This design comes from an exercise in tuning for small area and a short achievable clock period on the open sky130 flow, not from production work.
The RTL was checked by simulation tests, not by an equivalence proof against the original design.

**flow/constraint.sdc**
```tcl
create_clock -name core_clock -period 7.5 [get_ports {clk}]
set_input_delay 1.5000 -clock core_clock [delete_from_list [all_inputs] [get_ports {clk}]]
set_output_delay 1.5000 -clock core_clock [all_outputs]
set_load 0.01 [all_outputs]
```
**flow/flow/abc_speed.script**
```
&get -n
&st
&dch
&nf
&put
buffer -c
topo
stime -c
upsize -c
dnsize -c
```
**flow/config.mk**
```make
export PLATFORM = sky130hd
export DESIGN_NAME = dsp_trader
export DESIGN_NICKNAME = dsp_trader
export VERILOG_FILES = /design/flow/design.v
export SDC_FILE = /design/flow/constraint.sdc
export NUM_CORES = 4
export LEC_CHECK = 0
export CAP_MARGIN = 20
export CORE_MARGIN = 2
export CORE_UTILIZATION = 40
export CTS_BUF_LIST = sky130_fd_sc_hd__clkbuf_4 sky130_fd_sc_hd__clkbuf_8
export SETUP_SLACK_MARGIN = 3.7
export SLEW_MARGIN = 20
```
**flow/standard.sh**
```bash
#!/bin/bash
# synth_recipe.tcl (not shown) runs the flow's synth.tcl, then flattens the netlist and writes it again
# the make line also repeats each setting of config.mk as NAME=value (left out here)
make -C /OpenROAD-flow-scripts/flow DESIGN_CONFIG=/design/flow/config.mk WORK_HOME=/design/flow/orfs CLKGATE_MAP_FILE= SYNTH_SCRIPT=/design/flow/synth_recipe.tcl "${@:-finish}"
```
**flow/design.v**
```verilog
module dsp_trader (
    input  wire        clk,
    input  wire        rst,
    input  wire [15:0] price_in,
    input  wire        price_valid,
    output wire [31:0] trade_word,
    output reg         trade_valid
);
    reg [31:0] ema_short;
    reg [31:0] ema_long;
    reg [7:0]  cnt;
    reg        p_ge;    
    reg        p_le;    
    reg [15:0] last_price;
    wire n1 = ~ema_short[3];
    wire n2 = ~ema_short[4];
    wire n3 = ~ema_short[5];
    wire n4 = ~ema_short[6];
    wire n5 = ~ema_short[7];
    wire n6 = ~ema_short[8];
    wire n7 = ~ema_short[9];
    wire n8 = ~ema_short[10];
    wire n9 = ~ema_short[11];
    wire n10 = ~ema_short[12];
    wire n11 = ~ema_short[13];
    wire n12 = ~ema_short[14];
    wire n13 = ~ema_short[15];
    wire n14 = ~ema_short[16];
    wire n15 = ~ema_short[17];
    wire n16 = ~ema_short[18];
    wire n17 = ~ema_short[19];
    wire n18 = ~ema_short[20];
    wire n19 = ~ema_short[21];
    wire n20 = ~ema_short[22];
    wire n21 = ~ema_short[23];
    wire n22 = ~ema_short[24];
    wire n23 = ~ema_short[25];
    wire n24 = ~ema_short[26];
    wire n25 = ~ema_short[27];
    wire n26 = ~ema_short[28];
    wire n27 = ~ema_short[29];
    wire n28 = ~ema_short[30];
    wire n29 = ~ema_short[31];
    wire n30 = ~|ema_short[2:0];
    wire n31 = ema_short[13] ^ price_in[0];
    wire n32 = n31 ^ n14;
    wire n33 = ema_short[13] & price_in[0];
    wire n34 = ema_short[13] ^ price_in[0];
    wire n35 = n14 & n34;
    wire n36 = n33 | n35;
    wire n37 = ema_short[14] ^ price_in[1];
    wire n38 = n37 ^ n15;
    wire n39 = ema_short[14] & price_in[1];
    wire n40 = ema_short[14] ^ price_in[1];
    wire n41 = n15 & n40;
    wire n42 = n39 | n41;
    wire n43 = ema_short[15] ^ price_in[2];
    wire n44 = n43 ^ n16;
    wire n45 = ema_short[15] & price_in[2];
    wire n46 = ema_short[15] ^ price_in[2];
    wire n47 = n16 & n46;
    wire n48 = n45 | n47;
    wire n49 = ema_short[16] ^ price_in[3];
    wire n50 = n49 ^ n17;
    wire n51 = ema_short[16] & price_in[3];
    wire n52 = ema_short[16] ^ price_in[3];
    wire n53 = n17 & n52;
    wire n54 = n51 | n53;
    wire n55 = ema_short[17] ^ price_in[4];
    wire n56 = n55 ^ n18;
    wire n57 = ema_short[17] & price_in[4];
    wire n58 = ema_short[17] ^ price_in[4];
    wire n59 = n18 & n58;
    wire n60 = n57 | n59;
    wire n61 = ema_short[18] ^ price_in[5];
    wire n62 = n61 ^ n19;
    wire n63 = ema_short[18] & price_in[5];
    wire n64 = ema_short[18] ^ price_in[5];
    wire n65 = n19 & n64;
    wire n66 = n63 | n65;
    wire n67 = ema_short[19] ^ price_in[6];
    wire n68 = n67 ^ n20;
    wire n69 = ema_short[19] & price_in[6];
    wire n70 = ema_short[19] ^ price_in[6];
    wire n71 = n20 & n70;
    wire n72 = n69 | n71;
    wire n73 = ema_short[20] ^ price_in[7];
    wire n74 = n73 ^ n21;
    wire n75 = ema_short[20] & price_in[7];
    wire n76 = ema_short[20] ^ price_in[7];
    wire n77 = n21 & n76;
    wire n78 = n75 | n77;
    wire n79 = ema_short[21] ^ price_in[8];
    wire n80 = n79 ^ n22;
    wire n81 = ema_short[21] & price_in[8];
    wire n82 = ema_short[21] ^ price_in[8];
    wire n83 = n22 & n82;
    wire n84 = n81 | n83;
    wire n85 = ema_short[22] ^ price_in[9];
    wire n86 = n85 ^ n23;
    wire n87 = ema_short[22] & price_in[9];
    wire n88 = ema_short[22] ^ price_in[9];
    wire n89 = n23 & n88;
    wire n90 = n87 | n89;
    wire n91 = ema_short[23] ^ price_in[10];
    wire n92 = n91 ^ n24;
    wire n93 = ema_short[23] & price_in[10];
    wire n94 = ema_short[23] ^ price_in[10];
    wire n95 = n24 & n94;
    wire n96 = n93 | n95;
    wire n97 = ema_short[24] ^ price_in[11];
    wire n98 = n97 ^ n25;
    wire n99 = ema_short[24] & price_in[11];
    wire n100 = ema_short[24] ^ price_in[11];
    wire n101 = n25 & n100;
    wire n102 = n99 | n101;
    wire n103 = ema_short[25] ^ price_in[12];
    wire n104 = n103 ^ n26;
    wire n105 = ema_short[25] & price_in[12];
    wire n106 = ema_short[25] ^ price_in[12];
    wire n107 = n26 & n106;
    wire n108 = n105 | n107;
    wire n109 = ema_short[26] ^ price_in[13];
    wire n110 = n109 ^ n27;
    wire n111 = ema_short[26] & price_in[13];
    wire n112 = ema_short[26] ^ price_in[13];
    wire n113 = n27 & n112;
    wire n114 = n111 | n113;
    wire n115 = ema_short[27] ^ price_in[14];
    wire n116 = n115 ^ n28;
    wire n117 = ema_short[27] & price_in[14];
    wire n118 = ema_short[27] ^ price_in[14];
    wire n119 = n28 & n118;
    wire n120 = n117 | n119;
    wire n121 = ema_short[28] ^ price_in[15];
    wire n122 = n121 ^ n29;
    wire n123 = ema_short[28] & price_in[15];
    wire n124 = ema_short[28] ^ price_in[15];
    wire n125 = n29 & n124;
    wire n126 = n123 | n125;
    wire n127 = ~ema_short[29];
    wire n128 = n127 ^ n126;
    wire n129 = ema_short[29] | n126;
    wire n130 = ~ema_short[30];
    wire n131 = n130 ^ n129;
    wire n132 = ema_short[30] | n129;
    wire n133 = ~ema_short[31];
    wire n134 = n133 ^ n132;
    wire n135 = ema_short[31] | n132;
    wire n136 = ema_short[0] & n1;
    wire n137 = ema_short[1] & n2;
    wire n138 = ema_short[2] & n3;
    wire n139 = ema_short[3] & n4;
    wire n140 = ema_short[4] & n5;
    wire n141 = ema_short[5] & n6;
    wire n142 = ema_short[6] & n7;
    wire n143 = ema_short[7] & n8;
    wire n144 = ema_short[8] & n9;
    wire n145 = ema_short[9] & n10;
    wire n146 = ema_short[10] & n11;
    wire n147 = ema_short[11] & n12;
    wire n148 = ema_short[12] & n13;
    wire n149 = n36 & n38;
    wire n150 = n42 & n44;
    wire n151 = n48 & n50;
    wire n152 = n54 & n56;
    wire n153 = n60 & n62;
    wire n154 = n66 & n68;
    wire n155 = n72 & n74;
    wire n156 = n78 & n80;
    wire n157 = n84 & n86;
    wire n158 = n90 & n92;
    wire n159 = n96 & n98;
    wire n160 = n102 & n104;
    wire n161 = n108 & n110;
    wire n162 = n114 & n116;
    wire n163 = n120 & n122;
    wire n164 = ema_short[0] ^ n1;
    wire n165 = ema_short[1] ^ n2;
    wire n166 = ema_short[2] ^ n3;
    wire n167 = ema_short[3] ^ n4;
    wire n168 = ema_short[4] ^ n5;
    wire n169 = ema_short[5] ^ n6;
    wire n170 = ema_short[6] ^ n7;
    wire n171 = ema_short[7] ^ n8;
    wire n172 = ema_short[8] ^ n9;
    wire n173 = ema_short[9] ^ n10;
    wire n174 = ema_short[10] ^ n11;
    wire n175 = ema_short[11] ^ n12;
    wire n176 = ema_short[12] ^ n13;
    wire n177 = n36 ^ n38;
    wire n178 = n42 ^ n44;
    wire n179 = n48 ^ n50;
    wire n180 = n54 ^ n56;
    wire n181 = n60 ^ n62;
    wire n182 = n66 ^ n68;
    wire n183 = n72 ^ n74;
    wire n184 = n78 ^ n80;
    wire n185 = n84 ^ n86;
    wire n186 = n90 ^ n92;
    wire n187 = n96 ^ n98;
    wire n188 = n102 ^ n104;
    wire n189 = n108 ^ n110;
    wire n190 = n114 ^ n116;
    wire n191 = n120 ^ n122;
    wire n192 = n164 & n30;
    wire n193 = n136 | n192;
    wire n194 = n165 & n193;
    wire n195 = n137 | n194;
    wire n196 = n165 & n164;
    wire n197 = n167 & n138;
    wire n198 = n139 | n197;
    wire n199 = n167 & n166;
    wire n200 = n169 & n140;
    wire n201 = n141 | n200;
    wire n202 = n169 & n168;
    wire n203 = n171 & n142;
    wire n204 = n143 | n203;
    wire n205 = n171 & n170;
    wire n206 = n173 & n144;
    wire n207 = n145 | n206;
    wire n208 = n173 & n172;
    wire n209 = n175 & n146;
    wire n210 = n147 | n209;
    wire n211 = n175 & n174;
    wire n212 = n32 & n148;
    wire n213 = n32 & n176;
    wire n214 = n178 & n149;
    wire n215 = n150 | n214;
    wire n216 = n178 & n177;
    wire n217 = n180 & n151;
    wire n218 = n152 | n217;
    wire n219 = n180 & n179;
    wire n220 = n182 & n153;
    wire n221 = n154 | n220;
    wire n222 = n182 & n181;
    wire n223 = n184 & n155;
    wire n224 = n156 | n223;
    wire n225 = n184 & n183;
    wire n226 = n186 & n157;
    wire n227 = n158 | n226;
    wire n228 = n186 & n185;
    wire n229 = n188 & n159;
    wire n230 = n160 | n229;
    wire n231 = n188 & n187;
    wire n232 = n190 & n161;
    wire n233 = n162 | n232;
    wire n234 = n190 & n189;
    wire n235 = n128 & n163;
    wire n236 = n128 & n191;
    wire n237 = n134 & n131;
    wire n238 = n166 & n195;
    wire n239 = n138 | n238;
    wire n240 = n166 & n196;
    wire n241 = n199 & n195;
    wire n242 = n198 | n241;
    wire n243 = n199 & n196;
    wire n244 = n170 & n201;
    wire n245 = n142 | n244;
    wire n246 = n170 & n202;
    wire n247 = n205 & n201;
    wire n248 = n204 | n247;
    wire n249 = n205 & n202;
    wire n250 = n174 & n207;
    wire n251 = n146 | n250;
    wire n252 = n174 & n208;
    wire n253 = n211 & n207;
    wire n254 = n210 | n253;
    wire n255 = n211 & n208;
    wire n256 = n177 & n212;
    wire n257 = n149 | n256;
    wire n258 = n177 & n213;
    wire n259 = n216 & n212;
    wire n260 = n215 | n259;
    wire n261 = n216 & n213;
    wire n262 = n181 & n218;
    wire n263 = n153 | n262;
    wire n264 = n181 & n219;
    wire n265 = n222 & n218;
    wire n266 = n221 | n265;
    wire n267 = n222 & n219;
    wire n268 = n185 & n224;
    wire n269 = n157 | n268;
    wire n270 = n185 & n225;
    wire n271 = n228 & n224;
    wire n272 = n227 | n271;
    wire n273 = n228 & n225;
    wire n274 = n189 & n230;
    wire n275 = n161 | n274;
    wire n276 = n189 & n231;
    wire n277 = n234 & n230;
    wire n278 = n233 | n277;
    wire n279 = n234 & n231;
    wire n280 = n131 & n235;
    wire n281 = n131 & n236;
    wire n282 = n237 & n235;
    wire n283 = n237 & n236;
    wire n284 = n168 & n242;
    wire n285 = n140 | n284;
    wire n286 = n168 & n243;
    wire n287 = n202 & n242;
    wire n288 = n201 | n287;
    wire n289 = n202 & n243;
    wire n290 = n246 & n242;
    wire n291 = n245 | n290;
    wire n292 = n246 & n243;
    wire n293 = n249 & n242;
    wire n294 = n248 | n293;
    wire n295 = n249 & n243;
    wire n296 = n176 & n254;
    wire n297 = n148 | n296;
    wire n298 = n176 & n255;
    wire n299 = n213 & n254;
    wire n300 = n212 | n299;
    wire n301 = n213 & n255;
    wire n302 = n258 & n254;
    wire n303 = n257 | n302;
    wire n304 = n258 & n255;
    wire n305 = n261 & n254;
    wire n306 = n260 | n305;
    wire n307 = n261 & n255;
    wire n308 = n183 & n266;
    wire n309 = n155 | n308;
    wire n310 = n183 & n267;
    wire n311 = n225 & n266;
    wire n312 = n224 | n311;
    wire n313 = n225 & n267;
    wire n314 = n270 & n266;
    wire n315 = n269 | n314;
    wire n316 = n270 & n267;
    wire n317 = n273 & n266;
    wire n318 = n272 | n317;
    wire n319 = n273 & n267;
    wire n320 = n191 & n278;
    wire n321 = n163 | n320;
    wire n322 = n191 & n279;
    wire n323 = n236 & n278;
    wire n324 = n235 | n323;
    wire n325 = n236 & n279;
    wire n326 = n281 & n278;
    wire n327 = n280 | n326;
    wire n328 = n281 & n279;
    wire n329 = n283 & n278;
    wire n330 = n282 | n329;
    wire n331 = n283 & n279;
    wire n332 = n172 & n294;
    wire n333 = n144 | n332;
    wire n334 = n172 & n295;
    wire n335 = n208 & n294;
    wire n336 = n207 | n335;
    wire n337 = n208 & n295;
    wire n338 = n252 & n294;
    wire n339 = n251 | n338;
    wire n340 = n252 & n295;
    wire n341 = n255 & n294;
    wire n342 = n254 | n341;
    wire n343 = n255 & n295;
    wire n344 = n298 & n294;
    wire n345 = n297 | n344;
    wire n346 = n298 & n295;
    wire n347 = n301 & n294;
    wire n348 = n300 | n347;
    wire n349 = n301 & n295;
    wire n350 = n304 & n294;
    wire n351 = n303 | n350;
    wire n352 = n304 & n295;
    wire n353 = n307 & n294;
    wire n354 = n306 | n353;
    wire n355 = n307 & n295;
    wire n356 = n187 & n318;
    wire n357 = n159 | n356;
    wire n358 = n187 & n319;
    wire n359 = n231 & n318;
    wire n360 = n230 | n359;
    wire n361 = n231 & n319;
    wire n362 = n276 & n318;
    wire n363 = n275 | n362;
    wire n364 = n276 & n319;
    wire n365 = n279 & n318;
    wire n366 = n278 | n365;
    wire n367 = n279 & n319;
    wire n368 = n322 & n318;
    wire n369 = n321 | n368;
    wire n370 = n322 & n319;
    wire n371 = n325 & n318;
    wire n372 = n324 | n371;
    wire n373 = n325 & n319;
    wire n374 = n328 & n318;
    wire n375 = n327 | n374;
    wire n376 = n328 & n319;
    wire n377 = n331 & n318;
    wire n378 = n330 | n377;
    wire n379 = n331 & n319;
    wire n380 = n179 & n354;
    wire n381 = n151 | n380;
    wire n382 = n179 & n355;
    wire n383 = n219 & n354;
    wire n384 = n218 | n383;
    wire n385 = n219 & n355;
    wire n386 = n264 & n354;
    wire n387 = n263 | n386;
    wire n388 = n264 & n355;
    wire n389 = n267 & n354;
    wire n390 = n266 | n389;
    wire n391 = n267 & n355;
    wire n392 = n310 & n354;
    wire n393 = n309 | n392;
    wire n394 = n310 & n355;
    wire n395 = n313 & n354;
    wire n396 = n312 | n395;
    wire n397 = n313 & n355;
    wire n398 = n316 & n354;
    wire n399 = n315 | n398;
    wire n400 = n316 & n355;
    wire n401 = n319 & n354;
    wire n402 = n318 | n401;
    wire n403 = n319 & n355;
    wire n404 = n358 & n354;
    wire n405 = n357 | n404;
    wire n406 = n358 & n355;
    wire n407 = n361 & n354;
    wire n408 = n360 | n407;
    wire n409 = n361 & n355;
    wire n410 = n364 & n354;
    wire n411 = n363 | n410;
    wire n412 = n364 & n355;
    wire n413 = n367 & n354;
    wire n414 = n366 | n413;
    wire n415 = n367 & n355;
    wire n416 = n370 & n354;
    wire n417 = n369 | n416;
    wire n418 = n370 & n355;
    wire n419 = n373 & n354;
    wire n420 = n372 | n419;
    wire n421 = n373 & n355;
    wire n422 = n376 & n354;
    wire n423 = n375 | n422;
    wire n424 = n376 & n355;
    wire n425 = n379 & n354;
    wire n426 = n378 | n425;
    wire n427 = n379 & n355;
    wire n428 = n164 ^ n30;
    wire n429 = n165 ^ n193;
    wire n430 = n166 ^ n195;
    wire n431 = n167 ^ n239;
    wire n432 = n168 ^ n242;
    wire n433 = n169 ^ n285;
    wire n434 = n170 ^ n288;
    wire n435 = n171 ^ n291;
    wire n436 = n172 ^ n294;
    wire n437 = n173 ^ n333;
    wire n438 = n174 ^ n336;
    wire n439 = n175 ^ n339;
    wire n440 = n176 ^ n342;
    wire n441 = n32 ^ n345;
    wire n442 = n177 ^ n348;
    wire n443 = n178 ^ n351;
    wire n444 = n179 ^ n354;
    wire n445 = n180 ^ n381;
    wire n446 = n181 ^ n384;
    wire n447 = n182 ^ n387;
    wire n448 = n183 ^ n390;
    wire n449 = n184 ^ n393;
    wire n450 = n185 ^ n396;
    wire n451 = n186 ^ n399;
    wire n452 = n187 ^ n402;
    wire n453 = n188 ^ n405;
    wire n454 = n189 ^ n408;
    wire n455 = n190 ^ n411;
    wire n456 = n191 ^ n414;
    wire n457 = n128 ^ n417;
    wire n458 = n131 ^ n420;
    wire n459 = n134 ^ n423;
    wire n460 = ~ema_long[6];
    wire n461 = ~ema_long[7];
    wire n462 = ~ema_long[8];
    wire n463 = ~ema_long[9];
    wire n464 = ~ema_long[10];
    wire n465 = ~ema_long[11];
    wire n466 = ~ema_long[12];
    wire n467 = ~ema_long[13];
    wire n468 = ~ema_long[14];
    wire n469 = ~ema_long[15];
    wire n470 = ~ema_long[16];
    wire n471 = ~ema_long[17];
    wire n472 = ~ema_long[18];
    wire n473 = ~ema_long[19];
    wire n474 = ~ema_long[20];
    wire n475 = ~ema_long[21];
    wire n476 = ~ema_long[22];
    wire n477 = ~ema_long[23];
    wire n478 = ~ema_long[24];
    wire n479 = ~ema_long[25];
    wire n480 = ~ema_long[26];
    wire n481 = ~ema_long[27];
    wire n482 = ~ema_long[28];
    wire n483 = ~ema_long[29];
    wire n484 = ~ema_long[30];
    wire n485 = ~ema_long[31];
    wire n486 = ~|ema_long[5:0];
    wire n487 = ema_long[10] ^ price_in[0];
    wire n488 = n487 ^ n470;
    wire n489 = ema_long[10] & price_in[0];
    wire n490 = ema_long[10] ^ price_in[0];
    wire n491 = n470 & n490;
    wire n492 = n489 | n491;
    wire n493 = ema_long[11] ^ price_in[1];
    wire n494 = n493 ^ n471;
    wire n495 = ema_long[11] & price_in[1];
    wire n496 = ema_long[11] ^ price_in[1];
    wire n497 = n471 & n496;
    wire n498 = n495 | n497;
    wire n499 = ema_long[12] ^ price_in[2];
    wire n500 = n499 ^ n472;
    wire n501 = ema_long[12] & price_in[2];
    wire n502 = ema_long[12] ^ price_in[2];
    wire n503 = n472 & n502;
    wire n504 = n501 | n503;
    wire n505 = ema_long[13] ^ price_in[3];
    wire n506 = n505 ^ n473;
    wire n507 = ema_long[13] & price_in[3];
    wire n508 = ema_long[13] ^ price_in[3];
    wire n509 = n473 & n508;
    wire n510 = n507 | n509;
    wire n511 = ema_long[14] ^ price_in[4];
    wire n512 = n511 ^ n474;
    wire n513 = ema_long[14] & price_in[4];
    wire n514 = ema_long[14] ^ price_in[4];
    wire n515 = n474 & n514;
    wire n516 = n513 | n515;
    wire n517 = ema_long[15] ^ price_in[5];
    wire n518 = n517 ^ n475;
    wire n519 = ema_long[15] & price_in[5];
    wire n520 = ema_long[15] ^ price_in[5];
    wire n521 = n475 & n520;
    wire n522 = n519 | n521;
    wire n523 = ema_long[16] ^ price_in[6];
    wire n524 = n523 ^ n476;
    wire n525 = ema_long[16] & price_in[6];
    wire n526 = ema_long[16] ^ price_in[6];
    wire n527 = n476 & n526;
    wire n528 = n525 | n527;
    wire n529 = ema_long[17] ^ price_in[7];
    wire n530 = n529 ^ n477;
    wire n531 = ema_long[17] & price_in[7];
    wire n532 = ema_long[17] ^ price_in[7];
    wire n533 = n477 & n532;
    wire n534 = n531 | n533;
    wire n535 = ema_long[18] ^ price_in[8];
    wire n536 = n535 ^ n478;
    wire n537 = ema_long[18] & price_in[8];
    wire n538 = ema_long[18] ^ price_in[8];
    wire n539 = n478 & n538;
    wire n540 = n537 | n539;
    wire n541 = ema_long[19] ^ price_in[9];
    wire n542 = n541 ^ n479;
    wire n543 = ema_long[19] & price_in[9];
    wire n544 = ema_long[19] ^ price_in[9];
    wire n545 = n479 & n544;
    wire n546 = n543 | n545;
    wire n547 = ema_long[20] ^ price_in[10];
    wire n548 = n547 ^ n480;
    wire n549 = ema_long[20] & price_in[10];
    wire n550 = ema_long[20] ^ price_in[10];
    wire n551 = n480 & n550;
    wire n552 = n549 | n551;
    wire n553 = ema_long[21] ^ price_in[11];
    wire n554 = n553 ^ n481;
    wire n555 = ema_long[21] & price_in[11];
    wire n556 = ema_long[21] ^ price_in[11];
    wire n557 = n481 & n556;
    wire n558 = n555 | n557;
    wire n559 = ema_long[22] ^ price_in[12];
    wire n560 = n559 ^ n482;
    wire n561 = ema_long[22] & price_in[12];
    wire n562 = ema_long[22] ^ price_in[12];
    wire n563 = n482 & n562;
    wire n564 = n561 | n563;
    wire n565 = ema_long[23] ^ price_in[13];
    wire n566 = n565 ^ n483;
    wire n567 = ema_long[23] & price_in[13];
    wire n568 = ema_long[23] ^ price_in[13];
    wire n569 = n483 & n568;
    wire n570 = n567 | n569;
    wire n571 = ema_long[24] ^ price_in[14];
    wire n572 = n571 ^ n484;
    wire n573 = ema_long[24] & price_in[14];
    wire n574 = ema_long[24] ^ price_in[14];
    wire n575 = n484 & n574;
    wire n576 = n573 | n575;
    wire n577 = ema_long[25] ^ price_in[15];
    wire n578 = n577 ^ n485;
    wire n579 = ema_long[25] & price_in[15];
    wire n580 = ema_long[25] ^ price_in[15];
    wire n581 = n485 & n580;
    wire n582 = n579 | n581;
    wire n583 = ~ema_long[26];
    wire n584 = n583 ^ n582;
    wire n585 = ema_long[26] | n582;
    wire n586 = ~ema_long[27];
    wire n587 = n586 ^ n585;
    wire n588 = ema_long[27] | n585;
    wire n589 = ~ema_long[28];
    wire n590 = n589 ^ n588;
    wire n591 = ema_long[28] | n588;
    wire n592 = ~ema_long[29];
    wire n593 = n592 ^ n591;
    wire n594 = ema_long[29] | n591;
    wire n595 = ~ema_long[30];
    wire n596 = n595 ^ n594;
    wire n597 = ema_long[30] | n594;
    wire n598 = ~ema_long[31];
    wire n599 = n598 ^ n597;
    wire n600 = ema_long[31] | n597;
    wire n601 = ema_long[0] & n460;
    wire n602 = ema_long[1] & n461;
    wire n603 = ema_long[2] & n462;
    wire n604 = ema_long[3] & n463;
    wire n605 = ema_long[4] & n464;
    wire n606 = ema_long[5] & n465;
    wire n607 = ema_long[6] & n466;
    wire n608 = ema_long[7] & n467;
    wire n609 = ema_long[8] & n468;
    wire n610 = ema_long[9] & n469;
    wire n611 = n492 & n494;
    wire n612 = n498 & n500;
    wire n613 = n504 & n506;
    wire n614 = n510 & n512;
    wire n615 = n516 & n518;
    wire n616 = n522 & n524;
    wire n617 = n528 & n530;
    wire n618 = n534 & n536;
    wire n619 = n540 & n542;
    wire n620 = n546 & n548;
    wire n621 = n552 & n554;
    wire n622 = n558 & n560;
    wire n623 = n564 & n566;
    wire n624 = n570 & n572;
    wire n625 = n576 & n578;
    wire n626 = ema_long[0] ^ n460;
    wire n627 = ema_long[1] ^ n461;
    wire n628 = ema_long[2] ^ n462;
    wire n629 = ema_long[3] ^ n463;
    wire n630 = ema_long[4] ^ n464;
    wire n631 = ema_long[5] ^ n465;
    wire n632 = ema_long[6] ^ n466;
    wire n633 = ema_long[7] ^ n467;
    wire n634 = ema_long[8] ^ n468;
    wire n635 = ema_long[9] ^ n469;
    wire n636 = n492 ^ n494;
    wire n637 = n498 ^ n500;
    wire n638 = n504 ^ n506;
    wire n639 = n510 ^ n512;
    wire n640 = n516 ^ n518;
    wire n641 = n522 ^ n524;
    wire n642 = n528 ^ n530;
    wire n643 = n534 ^ n536;
    wire n644 = n540 ^ n542;
    wire n645 = n546 ^ n548;
    wire n646 = n552 ^ n554;
    wire n647 = n558 ^ n560;
    wire n648 = n564 ^ n566;
    wire n649 = n570 ^ n572;
    wire n650 = n576 ^ n578;
    wire n651 = n626 & n486;
    wire n652 = n601 | n651;
    wire n653 = n627 & n652;
    wire n654 = n602 | n653;
    wire n655 = n627 & n626;
    wire n656 = n629 & n603;
    wire n657 = n604 | n656;
    wire n658 = n629 & n628;
    wire n659 = n631 & n605;
    wire n660 = n606 | n659;
    wire n661 = n631 & n630;
    wire n662 = n633 & n607;
    wire n663 = n608 | n662;
    wire n664 = n633 & n632;
    wire n665 = n635 & n609;
    wire n666 = n610 | n665;
    wire n667 = n635 & n634;
    wire n668 = n636 & n488;
    wire n669 = n638 & n612;
    wire n670 = n613 | n669;
    wire n671 = n638 & n637;
    wire n672 = n640 & n614;
    wire n673 = n615 | n672;
    wire n674 = n640 & n639;
    wire n675 = n642 & n616;
    wire n676 = n617 | n675;
    wire n677 = n642 & n641;
    wire n678 = n644 & n618;
    wire n679 = n619 | n678;
    wire n680 = n644 & n643;
    wire n681 = n646 & n620;
    wire n682 = n621 | n681;
    wire n683 = n646 & n645;
    wire n684 = n648 & n622;
    wire n685 = n623 | n684;
    wire n686 = n648 & n647;
    wire n687 = n650 & n624;
    wire n688 = n625 | n687;
    wire n689 = n650 & n649;
    wire n690 = n587 & n584;
    wire n691 = n593 & n590;
    wire n692 = n599 & n596;
    wire n693 = n628 & n654;
    wire n694 = n603 | n693;
    wire n695 = n628 & n655;
    wire n696 = n658 & n654;
    wire n697 = n657 | n696;
    wire n698 = n658 & n655;
    wire n699 = n632 & n660;
    wire n700 = n607 | n699;
    wire n701 = n632 & n661;
    wire n702 = n664 & n660;
    wire n703 = n663 | n702;
    wire n704 = n664 & n661;
    wire n705 = n488 & n666;
    wire n706 = n488 & n667;
    wire n707 = n668 & n666;
    wire n708 = n611 | n707;
    wire n709 = n668 & n667;
    wire n710 = n639 & n670;
    wire n711 = n614 | n710;
    wire n712 = n639 & n671;
    wire n713 = n674 & n670;
    wire n714 = n673 | n713;
    wire n715 = n674 & n671;
    wire n716 = n643 & n676;
    wire n717 = n618 | n716;
    wire n718 = n643 & n677;
    wire n719 = n680 & n676;
    wire n720 = n679 | n719;
    wire n721 = n680 & n677;
    wire n722 = n647 & n682;
    wire n723 = n622 | n722;
    wire n724 = n647 & n683;
    wire n725 = n686 & n682;
    wire n726 = n685 | n725;
    wire n727 = n686 & n683;
    wire n728 = n584 & n688;
    wire n729 = n584 & n689;
    wire n730 = n690 & n688;
    wire n731 = n690 & n689;
    wire n732 = n596 & n691;
    wire n733 = n692 & n691;
    wire n734 = n630 & n697;
    wire n735 = n605 | n734;
    wire n736 = n630 & n698;
    wire n737 = n661 & n697;
    wire n738 = n660 | n737;
    wire n739 = n661 & n698;
    wire n740 = n701 & n697;
    wire n741 = n700 | n740;
    wire n742 = n701 & n698;
    wire n743 = n704 & n697;
    wire n744 = n703 | n743;
    wire n745 = n704 & n698;
    wire n746 = n637 & n708;
    wire n747 = n612 | n746;
    wire n748 = n637 & n709;
    wire n749 = n671 & n708;
    wire n750 = n670 | n749;
    wire n751 = n671 & n709;
    wire n752 = n712 & n708;
    wire n753 = n711 | n752;
    wire n754 = n712 & n709;
    wire n755 = n715 & n708;
    wire n756 = n714 | n755;
    wire n757 = n715 & n709;
    wire n758 = n645 & n720;
    wire n759 = n620 | n758;
    wire n760 = n645 & n721;
    wire n761 = n683 & n720;
    wire n762 = n682 | n761;
    wire n763 = n683 & n721;
    wire n764 = n724 & n720;
    wire n765 = n723 | n764;
    wire n766 = n724 & n721;
    wire n767 = n727 & n720;
    wire n768 = n726 | n767;
    wire n769 = n727 & n721;
    wire n770 = n590 & n730;
    wire n771 = n590 & n731;
    wire n772 = n691 & n730;
    wire n773 = n691 & n731;
    wire n774 = n732 & n730;
    wire n775 = n732 & n731;
    wire n776 = n733 & n730;
    wire n777 = n733 & n731;
    wire n778 = n634 & n744;
    wire n779 = n609 | n778;
    wire n780 = n634 & n745;
    wire n781 = n667 & n744;
    wire n782 = n666 | n781;
    wire n783 = n667 & n745;
    wire n784 = n706 & n744;
    wire n785 = n705 | n784;
    wire n786 = n706 & n745;
    wire n787 = n709 & n744;
    wire n788 = n708 | n787;
    wire n789 = n709 & n745;
    wire n790 = n748 & n744;
    wire n791 = n747 | n790;
    wire n792 = n748 & n745;
    wire n793 = n751 & n744;
    wire n794 = n750 | n793;
    wire n795 = n751 & n745;
    wire n796 = n754 & n744;
    wire n797 = n753 | n796;
    wire n798 = n754 & n745;
    wire n799 = n757 & n744;
    wire n800 = n756 | n799;
    wire n801 = n757 & n745;
    wire n802 = n649 & n768;
    wire n803 = n624 | n802;
    wire n804 = n649 & n769;
    wire n805 = n689 & n768;
    wire n806 = n688 | n805;
    wire n807 = n689 & n769;
    wire n808 = n729 & n768;
    wire n809 = n728 | n808;
    wire n810 = n729 & n769;
    wire n811 = n731 & n768;
    wire n812 = n730 | n811;
    wire n813 = n731 & n769;
    wire n814 = n771 & n768;
    wire n815 = n770 | n814;
    wire n816 = n771 & n769;
    wire n817 = n773 & n768;
    wire n818 = n772 | n817;
    wire n819 = n773 & n769;
    wire n820 = n775 & n768;
    wire n821 = n774 | n820;
    wire n822 = n775 & n769;
    wire n823 = n777 & n768;
    wire n824 = n776 | n823;
    wire n825 = n777 & n769;
    wire n826 = n641 & n800;
    wire n827 = n616 | n826;
    wire n828 = n641 & n801;
    wire n829 = n677 & n800;
    wire n830 = n676 | n829;
    wire n831 = n677 & n801;
    wire n832 = n718 & n800;
    wire n833 = n717 | n832;
    wire n834 = n718 & n801;
    wire n835 = n721 & n800;
    wire n836 = n720 | n835;
    wire n837 = n721 & n801;
    wire n838 = n760 & n800;
    wire n839 = n759 | n838;
    wire n840 = n760 & n801;
    wire n841 = n763 & n800;
    wire n842 = n762 | n841;
    wire n843 = n763 & n801;
    wire n844 = n766 & n800;
    wire n845 = n765 | n844;
    wire n846 = n766 & n801;
    wire n847 = n769 & n800;
    wire n848 = n768 | n847;
    wire n849 = n769 & n801;
    wire n850 = n804 & n800;
    wire n851 = n803 | n850;
    wire n852 = n804 & n801;
    wire n853 = n807 & n800;
    wire n854 = n806 | n853;
    wire n855 = n807 & n801;
    wire n856 = n810 & n800;
    wire n857 = n809 | n856;
    wire n858 = n810 & n801;
    wire n859 = n813 & n800;
    wire n860 = n812 | n859;
    wire n861 = n813 & n801;
    wire n862 = n816 & n800;
    wire n863 = n815 | n862;
    wire n864 = n816 & n801;
    wire n865 = n819 & n800;
    wire n866 = n818 | n865;
    wire n867 = n819 & n801;
    wire n868 = n822 & n800;
    wire n869 = n821 | n868;
    wire n870 = n822 & n801;
    wire n871 = n825 & n800;
    wire n872 = n824 | n871;
    wire n873 = n825 & n801;
    wire n874 = n626 ^ n486;
    wire n875 = n627 ^ n652;
    wire n876 = n628 ^ n654;
    wire n877 = n629 ^ n694;
    wire n878 = n630 ^ n697;
    wire n879 = n631 ^ n735;
    wire n880 = n632 ^ n738;
    wire n881 = n633 ^ n741;
    wire n882 = n634 ^ n744;
    wire n883 = n635 ^ n779;
    wire n884 = n488 ^ n782;
    wire n885 = n636 ^ n785;
    wire n886 = n637 ^ n788;
    wire n887 = n638 ^ n791;
    wire n888 = n639 ^ n794;
    wire n889 = n640 ^ n797;
    wire n890 = n641 ^ n800;
    wire n891 = n642 ^ n827;
    wire n892 = n643 ^ n830;
    wire n893 = n644 ^ n833;
    wire n894 = n645 ^ n836;
    wire n895 = n646 ^ n839;
    wire n896 = n647 ^ n842;
    wire n897 = n648 ^ n845;
    wire n898 = n649 ^ n848;
    wire n899 = n650 ^ n851;
    wire n900 = n584 ^ n854;
    wire n901 = n587 ^ n857;
    wire n902 = n590 ^ n860;
    wire n903 = n593 ^ n863;
    wire n904 = n596 ^ n866;
    wire n905 = n599 ^ n869;
    wire [31:0] next_short = {n459, n458, n457, n456, n455, n454, n453, n452, n451, n450, n449, n448, n447, n446, n445, n444, n443, n442, n441, n440, n439, n438, n437, n436, n435, n434, n433, n432, n431, n430, n429, n428};
    wire [31:0] next_long = {n905, n904, n903, n902, n901, n900, n899, n898, n897, n896, n895, n894, n893, n892, n891, n890, n889, n888, n887, n886, n885, n884, n883, n882, n881, n880, n879, n878, n877, n876, n875, n874};
    wire n906 = ~ema_long[0];
    wire n907 = ~ema_long[1];
    wire n908 = ~ema_long[2];
    wire n909 = ~ema_long[3];
    wire n910 = ~ema_long[4];
    wire n911 = ~ema_long[5];
    wire n912 = ~ema_long[6];
    wire n913 = ~ema_long[7];
    wire n914 = ~ema_long[8];
    wire n915 = ~ema_long[9];
    wire n916 = ~ema_long[10];
    wire n917 = ~ema_long[11];
    wire n918 = ~ema_long[12];
    wire n919 = ~ema_long[13];
    wire n920 = ~ema_long[14];
    wire n921 = ~ema_long[15];
    wire n922 = ~ema_long[16];
    wire n923 = ~ema_long[17];
    wire n924 = ~ema_long[18];
    wire n925 = ~ema_long[19];
    wire n926 = ~ema_long[20];
    wire n927 = ~ema_long[21];
    wire n928 = ~ema_long[22];
    wire n929 = ~ema_long[23];
    wire n930 = ~ema_long[24];
    wire n931 = ~ema_long[25];
    wire n932 = ~ema_long[26];
    wire n933 = ~ema_long[27];
    wire n934 = ~ema_long[28];
    wire n935 = ~ema_long[29];
    wire n936 = ~ema_long[30];
    wire n937 = ~ema_long[31];
    wire n938 = ema_short[0] & n906;
    wire n939 = ema_short[1] & n907;
    wire n940 = ema_short[2] & n908;
    wire n941 = ema_short[3] & n909;
    wire n942 = ema_short[4] & n910;
    wire n943 = ema_short[5] & n911;
    wire n944 = ema_short[6] & n912;
    wire n945 = ema_short[7] & n913;
    wire n946 = ema_short[8] & n914;
    wire n947 = ema_short[9] & n915;
    wire n948 = ema_short[10] & n916;
    wire n949 = ema_short[11] & n917;
    wire n950 = ema_short[12] & n918;
    wire n951 = ema_short[13] & n919;
    wire n952 = ema_short[14] & n920;
    wire n953 = ema_short[15] & n921;
    wire n954 = ema_short[16] & n922;
    wire n955 = ema_short[17] & n923;
    wire n956 = ema_short[18] & n924;
    wire n957 = ema_short[19] & n925;
    wire n958 = ema_short[20] & n926;
    wire n959 = ema_short[21] & n927;
    wire n960 = ema_short[22] & n928;
    wire n961 = ema_short[23] & n929;
    wire n962 = ema_short[24] & n930;
    wire n963 = ema_short[25] & n931;
    wire n964 = ema_short[26] & n932;
    wire n965 = ema_short[27] & n933;
    wire n966 = ema_short[28] & n934;
    wire n967 = ema_short[29] & n935;
    wire n968 = ema_short[30] & n936;
    wire n969 = ema_short[31] & n937;
    wire n970 = ema_short[0] ^ n906;
    wire n971 = ema_short[1] ^ n907;
    wire n972 = ema_short[2] ^ n908;
    wire n973 = ema_short[3] ^ n909;
    wire n974 = ema_short[4] ^ n910;
    wire n975 = ema_short[5] ^ n911;
    wire n976 = ema_short[6] ^ n912;
    wire n977 = ema_short[7] ^ n913;
    wire n978 = ema_short[8] ^ n914;
    wire n979 = ema_short[9] ^ n915;
    wire n980 = ema_short[10] ^ n916;
    wire n981 = ema_short[11] ^ n917;
    wire n982 = ema_short[12] ^ n918;
    wire n983 = ema_short[13] ^ n919;
    wire n984 = ema_short[14] ^ n920;
    wire n985 = ema_short[15] ^ n921;
    wire n986 = ema_short[16] ^ n922;
    wire n987 = ema_short[17] ^ n923;
    wire n988 = ema_short[18] ^ n924;
    wire n989 = ema_short[19] ^ n925;
    wire n990 = ema_short[20] ^ n926;
    wire n991 = ema_short[21] ^ n927;
    wire n992 = ema_short[22] ^ n928;
    wire n993 = ema_short[23] ^ n929;
    wire n994 = ema_short[24] ^ n930;
    wire n995 = ema_short[25] ^ n931;
    wire n996 = ema_short[26] ^ n932;
    wire n997 = ema_short[27] ^ n933;
    wire n998 = ema_short[28] ^ n934;
    wire n999 = ema_short[29] ^ n935;
    wire n1000 = ema_short[30] ^ n936;
    wire n1001 = ema_short[31] ^ n937;
    wire n1002 = ema_short[0] | n906;
    wire n1003 = ema_short[1] | n907;
    wire n1004 = ema_short[2] | n908;
    wire n1005 = ema_short[3] | n909;
    wire n1006 = ema_short[4] | n910;
    wire n1007 = ema_short[5] | n911;
    wire n1008 = ema_short[6] | n912;
    wire n1009 = ema_short[7] | n913;
    wire n1010 = ema_short[8] | n914;
    wire n1011 = ema_short[9] | n915;
    wire n1012 = ema_short[10] | n916;
    wire n1013 = ema_short[11] | n917;
    wire n1014 = ema_short[12] | n918;
    wire n1015 = ema_short[13] | n919;
    wire n1016 = ema_short[14] | n920;
    wire n1017 = ema_short[15] | n921;
    wire n1018 = ema_short[16] | n922;
    wire n1019 = ema_short[17] | n923;
    wire n1020 = ema_short[18] | n924;
    wire n1021 = ema_short[19] | n925;
    wire n1022 = ema_short[20] | n926;
    wire n1023 = ema_short[21] | n927;
    wire n1024 = ema_short[22] | n928;
    wire n1025 = ema_short[23] | n929;
    wire n1026 = ema_short[24] | n930;
    wire n1027 = ema_short[25] | n931;
    wire n1028 = ema_short[26] | n932;
    wire n1029 = ema_short[27] | n933;
    wire n1030 = ema_short[28] | n934;
    wire n1031 = ema_short[29] | n935;
    wire n1032 = ema_short[30] | n936;
    wire n1033 = ema_short[31] | n937;
    wire n1034 = n971 & n938;
    wire n1035 = n939 | n1034;
    wire n1036 = n971 & n970;
    wire n1037 = n973 & n940;
    wire n1038 = n941 | n1037;
    wire n1039 = n973 & n972;
    wire n1040 = n975 & n942;
    wire n1041 = n943 | n1040;
    wire n1042 = n975 & n974;
    wire n1043 = n977 & n944;
    wire n1044 = n945 | n1043;
    wire n1045 = n977 & n976;
    wire n1046 = n979 & n946;
    wire n1047 = n947 | n1046;
    wire n1048 = n979 & n978;
    wire n1049 = n981 & n948;
    wire n1050 = n949 | n1049;
    wire n1051 = n981 & n980;
    wire n1052 = n983 & n950;
    wire n1053 = n951 | n1052;
    wire n1054 = n983 & n982;
    wire n1055 = n985 & n952;
    wire n1056 = n953 | n1055;
    wire n1057 = n985 & n984;
    wire n1058 = n1039 & n1035;
    wire n1059 = n1038 | n1058;
    wire n1060 = n1039 & n1036;
    wire n1061 = n1045 & n1041;
    wire n1062 = n1044 | n1061;
    wire n1063 = n1045 & n1042;
    wire n1064 = n1051 & n1047;
    wire n1065 = n1050 | n1064;
    wire n1066 = n1051 & n1048;
    wire n1067 = n1057 & n1053;
    wire n1068 = n1056 | n1067;
    wire n1069 = n1057 & n1054;
    wire n1070 = n1063 & n1059;
    wire n1071 = n1062 | n1070;
    wire n1072 = n1063 & n1060;
    wire n1073 = n1069 & n1065;
    wire n1074 = n1068 | n1073;
    wire n1075 = n1069 & n1066;
    wire n1076 = n1075 & n1071;
    wire n1077 = n1074 | n1076;
    wire n1078 = n1075 & n1072;
    wire n1079 = n1077 | n1078;
    wire n1080 = n987 & n954;
    wire n1081 = n955 | n1080;
    wire n1082 = n987 & n986;
    wire n1083 = n989 & n956;
    wire n1084 = n957 | n1083;
    wire n1085 = n989 & n988;
    wire n1086 = n991 & n958;
    wire n1087 = n959 | n1086;
    wire n1088 = n991 & n990;
    wire n1089 = n993 & n960;
    wire n1090 = n961 | n1089;
    wire n1091 = n993 & n992;
    wire n1092 = n995 & n962;
    wire n1093 = n963 | n1092;
    wire n1094 = n995 & n994;
    wire n1095 = n997 & n964;
    wire n1096 = n965 | n1095;
    wire n1097 = n997 & n996;
    wire n1098 = n999 & n966;
    wire n1099 = n967 | n1098;
    wire n1100 = n999 & n998;
    wire n1101 = n1001 & n968;
    wire n1102 = n969 | n1101;
    wire n1103 = n1001 & n1000;
    wire n1104 = n1085 & n1081;
    wire n1105 = n1084 | n1104;
    wire n1106 = n1085 & n1082;
    wire n1107 = n1091 & n1087;
    wire n1108 = n1090 | n1107;
    wire n1109 = n1091 & n1088;
    wire n1110 = n1097 & n1093;
    wire n1111 = n1096 | n1110;
    wire n1112 = n1097 & n1094;
    wire n1113 = n1103 & n1099;
    wire n1114 = n1102 | n1113;
    wire n1115 = n1103 & n1100;
    wire n1116 = n1109 & n1105;
    wire n1117 = n1108 | n1116;
    wire n1118 = n1109 & n1106;
    wire n1119 = n1115 & n1111;
    wire n1120 = n1114 | n1119;
    wire n1121 = n1115 & n1112;
    wire n1122 = n1121 & n1117;
    wire n1123 = n1120 | n1122;
    wire n1124 = n1121 & n1118;
    wire n1125 = n1124 & n1079;
    wire n1126 = n1123 | n1125;
    wire n1127 = ~(n986 ^ n1079);
    wire n1128 = ~(n987 ^ n1018);
    wire n1129 = ~(n988 ^ n1019);
    wire n1130 = ~(n989 ^ n1020);
    wire n1131 = ~(n990 ^ n1021);
    wire n1132 = ~(n991 ^ n1022);
    wire n1133 = ~(n992 ^ n1023);
    wire n1134 = ~(n993 ^ n1024);
    wire n1135 = ~(n994 ^ n1025);
    wire n1136 = ~(n995 ^ n1026);
    wire n1137 = ~(n996 ^ n1027);
    wire n1138 = ~(n997 ^ n1028);
    wire n1139 = ~(n998 ^ n1029);
    wire n1140 = ~(n999 ^ n1030);
    wire n1141 = ~(n1000 ^ n1031);
    wire n1142 = ~(n1001 ^ n1032);
    wire n1143 = n986 ^ n1079;
    wire n1144 = n987 ^ n954;
    wire n1145 = n988 ^ n955;
    wire n1146 = n989 ^ n956;
    wire n1147 = n990 ^ n957;
    wire n1148 = n991 ^ n958;
    wire n1149 = n992 ^ n959;
    wire n1150 = n993 ^ n960;
    wire n1151 = n994 ^ n961;
    wire n1152 = n995 ^ n962;
    wire n1153 = n996 ^ n963;
    wire n1154 = n997 ^ n964;
    wire n1155 = n998 ^ n965;
    wire n1156 = n999 ^ n966;
    wire n1157 = n1000 ^ n967;
    wire n1158 = n1001 ^ n968;
    wire dh_zero = n1127 & n1128 & n1129 & n1130 & n1131 & n1132 & n1133 & n1134 & n1135 & n1136 & n1137 & n1138 & n1139 & n1140 & n1141 & n1142;
    wire dh_ones = n1143 & n1144 & n1145 & n1146 & n1147 & n1148 & n1149 & n1150 & n1151 & n1152 & n1153 & n1154 & n1155 & n1156 & n1157 & n1158;
    wire s_geq = n1126;
    wire s_ge = s_geq & ~dh_zero;                                         
    wire s_le = ~s_geq & ~(dh_ones & (ema_short[15:0] != ema_long[15:0]));   
    wire first   = (cnt == 8'd0);
    wire trading = (cnt >= 8'd200);
    wire d_valid = (cnt == 8'd201);
    wire ld   = price_valid & first;
    wire hold = ~price_valid;
    wire upd  = price_valid & ~first;
    wire d_ge = d_valid & s_ge;
    wire d_le = d_valid & s_le;
    always @(posedge clk) begin
        ema_short <= ({32{ld}} & {price_in, 16'd0}) | ({32{hold}} & ema_short) | ({32{upd}} & next_short);
        ema_long  <= ({32{ld}} & {price_in, 16'd0}) | ({32{hold}} & ema_long)  | ({32{upd}} & next_long);
        if (price_valid && trading) begin
            p_ge <= d_ge;
            p_le <= d_le;
        end
        last_price <= price_in;
    end
    always @(posedge clk) begin
        if (rst) begin
            cnt         <= 8'd0;
            trade_valid <= 1'b0;
        end else begin
            trade_valid <= price_valid & trading & ((~p_ge & d_ge) | (~p_le & d_le));
            if (price_valid && cnt != 8'd201)
                cnt <= cnt + 8'd1;
        end
    end
    assign trade_word = {p_ge, 15'd50, last_price};
endmodule
```
**flow/flow/run.sh**
```bash
#!/bin/bash
# The standard layout with three changes:
#  - synthesis maps logic with a shorter ABC script (one &dch + &nf mapping pass and
#    gate sizing) instead of ORFS's five-round speed script; the ORFS scripts are copied
#    into this work folder and only abc_speed.script is replaced;
#  - the half-adder cells (ha_*) are added to the don't-use list, so Yosys extracts only
#    full adders and ABC maps the rest of the adders' logic itself; every register is as
#    in the standard synthesis;
#  - the port buffers are buf_1 cells instead of the default choice (a slow delay-buffer
#    cell that resizing may not swap out).
set -euo pipefail
here=$PWD
rm -rf "$here/orfs_scripts"
cp -r "$FLOW_HOME/scripts" "$here/orfs_scripts"
cp "$here/flow/abc_speed.script" "$here/orfs_scripts/abc_speed.script"
# the platform's own don't-use list, plus the half adders
dont_use=$(sed -n '/^export DONT_USE_CELLS += /,/^#/p' "$FLOW_HOME/platforms/sky130hd/config.mk" \
  | grep -o 'sky130_fd_sc_hd__[a-z0-9_]*' | tr '\n' ' ')
dont_use="$dont_use sky130_fd_sc_hd__ha_1 sky130_fd_sc_hd__ha_2 sky130_fd_sc_hd__ha_4"
echo "DONT_USE_CELLS=$dont_use" > dont_use.log
bash standard.sh "SCRIPTS_DIR=$here/orfs_scripts" "DONT_USE_CELLS=$dont_use" \
  'BUFFER_PORTS_ARGS=-buffer_cell sky130_fd_sc_hd__buf_1' finish > standard_flow.log 2>&1
```
==> summary.txt <==
## cell usage in the layout (no fill, tap or decap), types with 4 or more instances in the layout
master    Yosys  final
nand3_1      17     16
o22ai_1      19     19
buf_4        16      6
xnor2_1      87     83
xor2_1       41     39
conb_1        2     15
nor3_1       25     23
nand2b_1     14     14
dfxtp_1      89     89
maj3_1        7      7
clkinv_2      0      4
o221ai_1     27     27
nor2b_1      22     22
and2_1       12     11
nor2_1       69     68
o21a_1        5      5
and3_1        6      6
clkbuf_8      0      9
clkbuf_2      3      7
o31ai_1       4      4
inv_1        62     62
buf_2         1      4
a21oi_1      30     30
fa_1         52     51
xnor2_2       0      4
o31a_1        6      6
nor4_1        9      9
o21ai_0      37     34
a22o_1       11     11
a22oi_1       7      6
a31oi_1      10      9
nand2_1      84     83
buf_1         0     25
o21ai_1       3      4
## registers in the layout (all words and copies together) (netlist names)
register,cells
cnt,8
ema_long,32
ema_short,32
last_price,16
p_ge,1
p_le,1
trade_valid,1
## stage by stage
stage | hold WS [ns] | setup WS (ns) | cells
2_1_floorplan | 0.466 | 3.66 | 875
3_3_place_gp | 0.493 | 3.15 | 1101
3_5_place_dp | 0.496 | 3.13 | 1101
4_1_cts | 0.516 | 3.70 | 1116
5_1_grt | 0.578 | 3.69 | 1118
6_report | 0.522 | 3.78 | 1118
## layout make-up
class / count / area (sq um)
clock buffer: 10 / 131
clock inverter: 5 / 28.8
fill: 1774 / 10000
inverter: 65 / 244
multi-input combinational: 676 / 5140
sequential: 91 / 1840
tap: 229 / 287
timing repair buffer: 42 / 194
## kinds of logic after synthesis
logic type                 share of synthesized area
other                                        0.00103
and+or+nand+nor                                0.179
DFF                                            0.253
xor gates and xnor gates                       0.154
adders and majority gates                      0.154
AOI/OAI and AO/OA                              0.195
buffers and inverters                         0.0646
## worst register-to-register path: cells and delay by family, from the launching register on
kind / cells / cell delay (ns)
buffers and inverters: 2 / 0.30
adders and majority gates: 3 / 1.06
and+or+nand+nor: 1 / 0.39
DFF: 1 / 0.41
AOI/OAI and AO/OA: 7 / 1.31
## per-layer routing
layer,GRT usage,wire (um)
met1,0.282,9270
met2,0.316,8680
met3,0.0297,747
met4,0.0500,255
met5,0,0
## timing repair
action | CTS | global route
pin swaps | 0 | 2
buffers inserted | 0 | 2
hold endpoints to repair | 0 | 0
setup endpoints to repair | 9 | 19
resized for setup | 7 | 21
## worst paths after layout
kind	slack (ns)	endpoint	cells after the start	startpoint
min reg2reg	0.52	cnt[0]	1	cnt[0]
min	0.52	cnt[0]	1	cnt[0]
max	3.78	ema_long[29]	11	price_in[12]
max reg2reg	3.90	ema_short[16]	13	ema_short[2]
==> flow_summary.ini <==
[critical_path]
critPathArrivalTime_ns = 3.96
crit_path_end_kind = flip-flop
crit_fanout = 4
crit_family = compound AO/OA/AOI/OAI gates
required_ns = 7.73
critPathKind = in -> reg
cp_slowest_stage_delay_ns = 0.48
cp_slowest_cell = fa_1
path_cells = buf_1, fa_1, xnor2_1, nor3_1, nand2_1, o221a_2, o31ai_1, a31oi_2, buf_4, o21ai_0, o221ai_1
crit_buf_inv = 2
cp-start-kind = input port

[yosys]
yosys.area.top_type = dfxtp_1
synth_top_cell_area_share = 0.245
synthesis.area_sq_mm = 0.00728
ys_top_cells_by_count = dfxtp_1 (89), xnor2_1 (87), nand2_1 (84), nor2_1 (69), inv_1 (62)
yosys_warnings = 1
synthArstFlopShare = 0
syn-instance-count = 862
synthFlopType = dfxtp_1
ys_seq_elements = 91
yosysMostFrequentCell = dfxtp_1
synth_area_per_cell_sq_um = 8.45
yosysSeqAreaShare = 0.253
synthDistinctLibCells = 69
synth_edf_count = 2
synth_area_leaders = dfxtp_1 (24%), fa_1 (14%), xnor2_1 (10%)

[placement]
io_buffers = 36
placed_cell_area_sq_mm = 0.00759
hpwl_um = 14400
gp_congestion = 0.876

[run]
maxCapViolCount = 0

[hold_path]
min_path_type = reg -> reg

[die]
initial_core_util = 0.407
die_w_um = 139
ios = 52
die_y_um = 139
dieArea_sq_mm = 0.0193
rows = 49
core_sq_mm = 0.0179

[sta]
min_period_ns = 3.72
hold_viol = 0
skew_ns = 0.0239
setup-tns-final_ns = 0
rsz0062_at_grt = yes
fmax_mhz = 269
worst_slew_pin_slew_ns = 0.700
finalCritPeriodShare = 0.496
finalSetupViolCount = 0
relSlewSlack = 0.533
drv_slew = 0

[global_route]
antenna_found_initial = 0
grt_pass1_vias = 5706
grt_pass1_wl_um = 30400
grt_max_degree = 55
overflow = 0
grt_usage = 0.198

[cts]
cts_buffer_depth = 2
htreeDepth = 3
cts_buffers = 9
hold_buffers = 0
clock_sinks = 91
cts-root-buf = clkbuf_8
clk_latency_ns = 0.40
clkTransAtPathRegs_ns = 0.09
cts_tree = built

[detailed_routing]
avgViaCountPerCell = 5.44
drtIter0Drc = 395
wl_um = 19000
wl_per_cell_um = 17.0
antenna_left = 0
drc = 0
vias = 6080
drt-pass1-iter-count = 5

[final_layout]
antennaDiodeCount = 0
drive_gt1_frac = 0.0776
syn2layout_area_growth_pct = 8.11
final_net_count = 956
finish.utilization = 0.440
final_area_sq_mm = 0.00787

[outcome]
run_status = no timing/DRC/antenna violations

-- what the ideal ports hide --
In the flow no input, the clock included, has a driving cell. The finished layout below was timed again as built, in two steps.
Step 1: set_driving_cell puts a clkbuf_16 on clk and a buf_2 on each other input, an assumption about the parent block.
Step 2, shift: input delay + t, output delay - t, t = (earliest + latest rising clock arrival at the registers) / 2. This alone moves slack from input paths to output paths.
Three values: no drivers, after step 1, after step 2; two values: the first two.
t (ns): 0.428
slack for setup (ns): 3.777 / 3.793 / 3.365
hold WS [ns]: 0.522 / 0.522 / 0.522
slew at the worst register clock pin (ns): 0.11 / 0.11
worst slew at a driven data input, ns: 0.04
After both steps this run still meets setup and hold. The setup slack of this run moves by +0.016 ns with the drivers and by -0.412 ns with both steps.
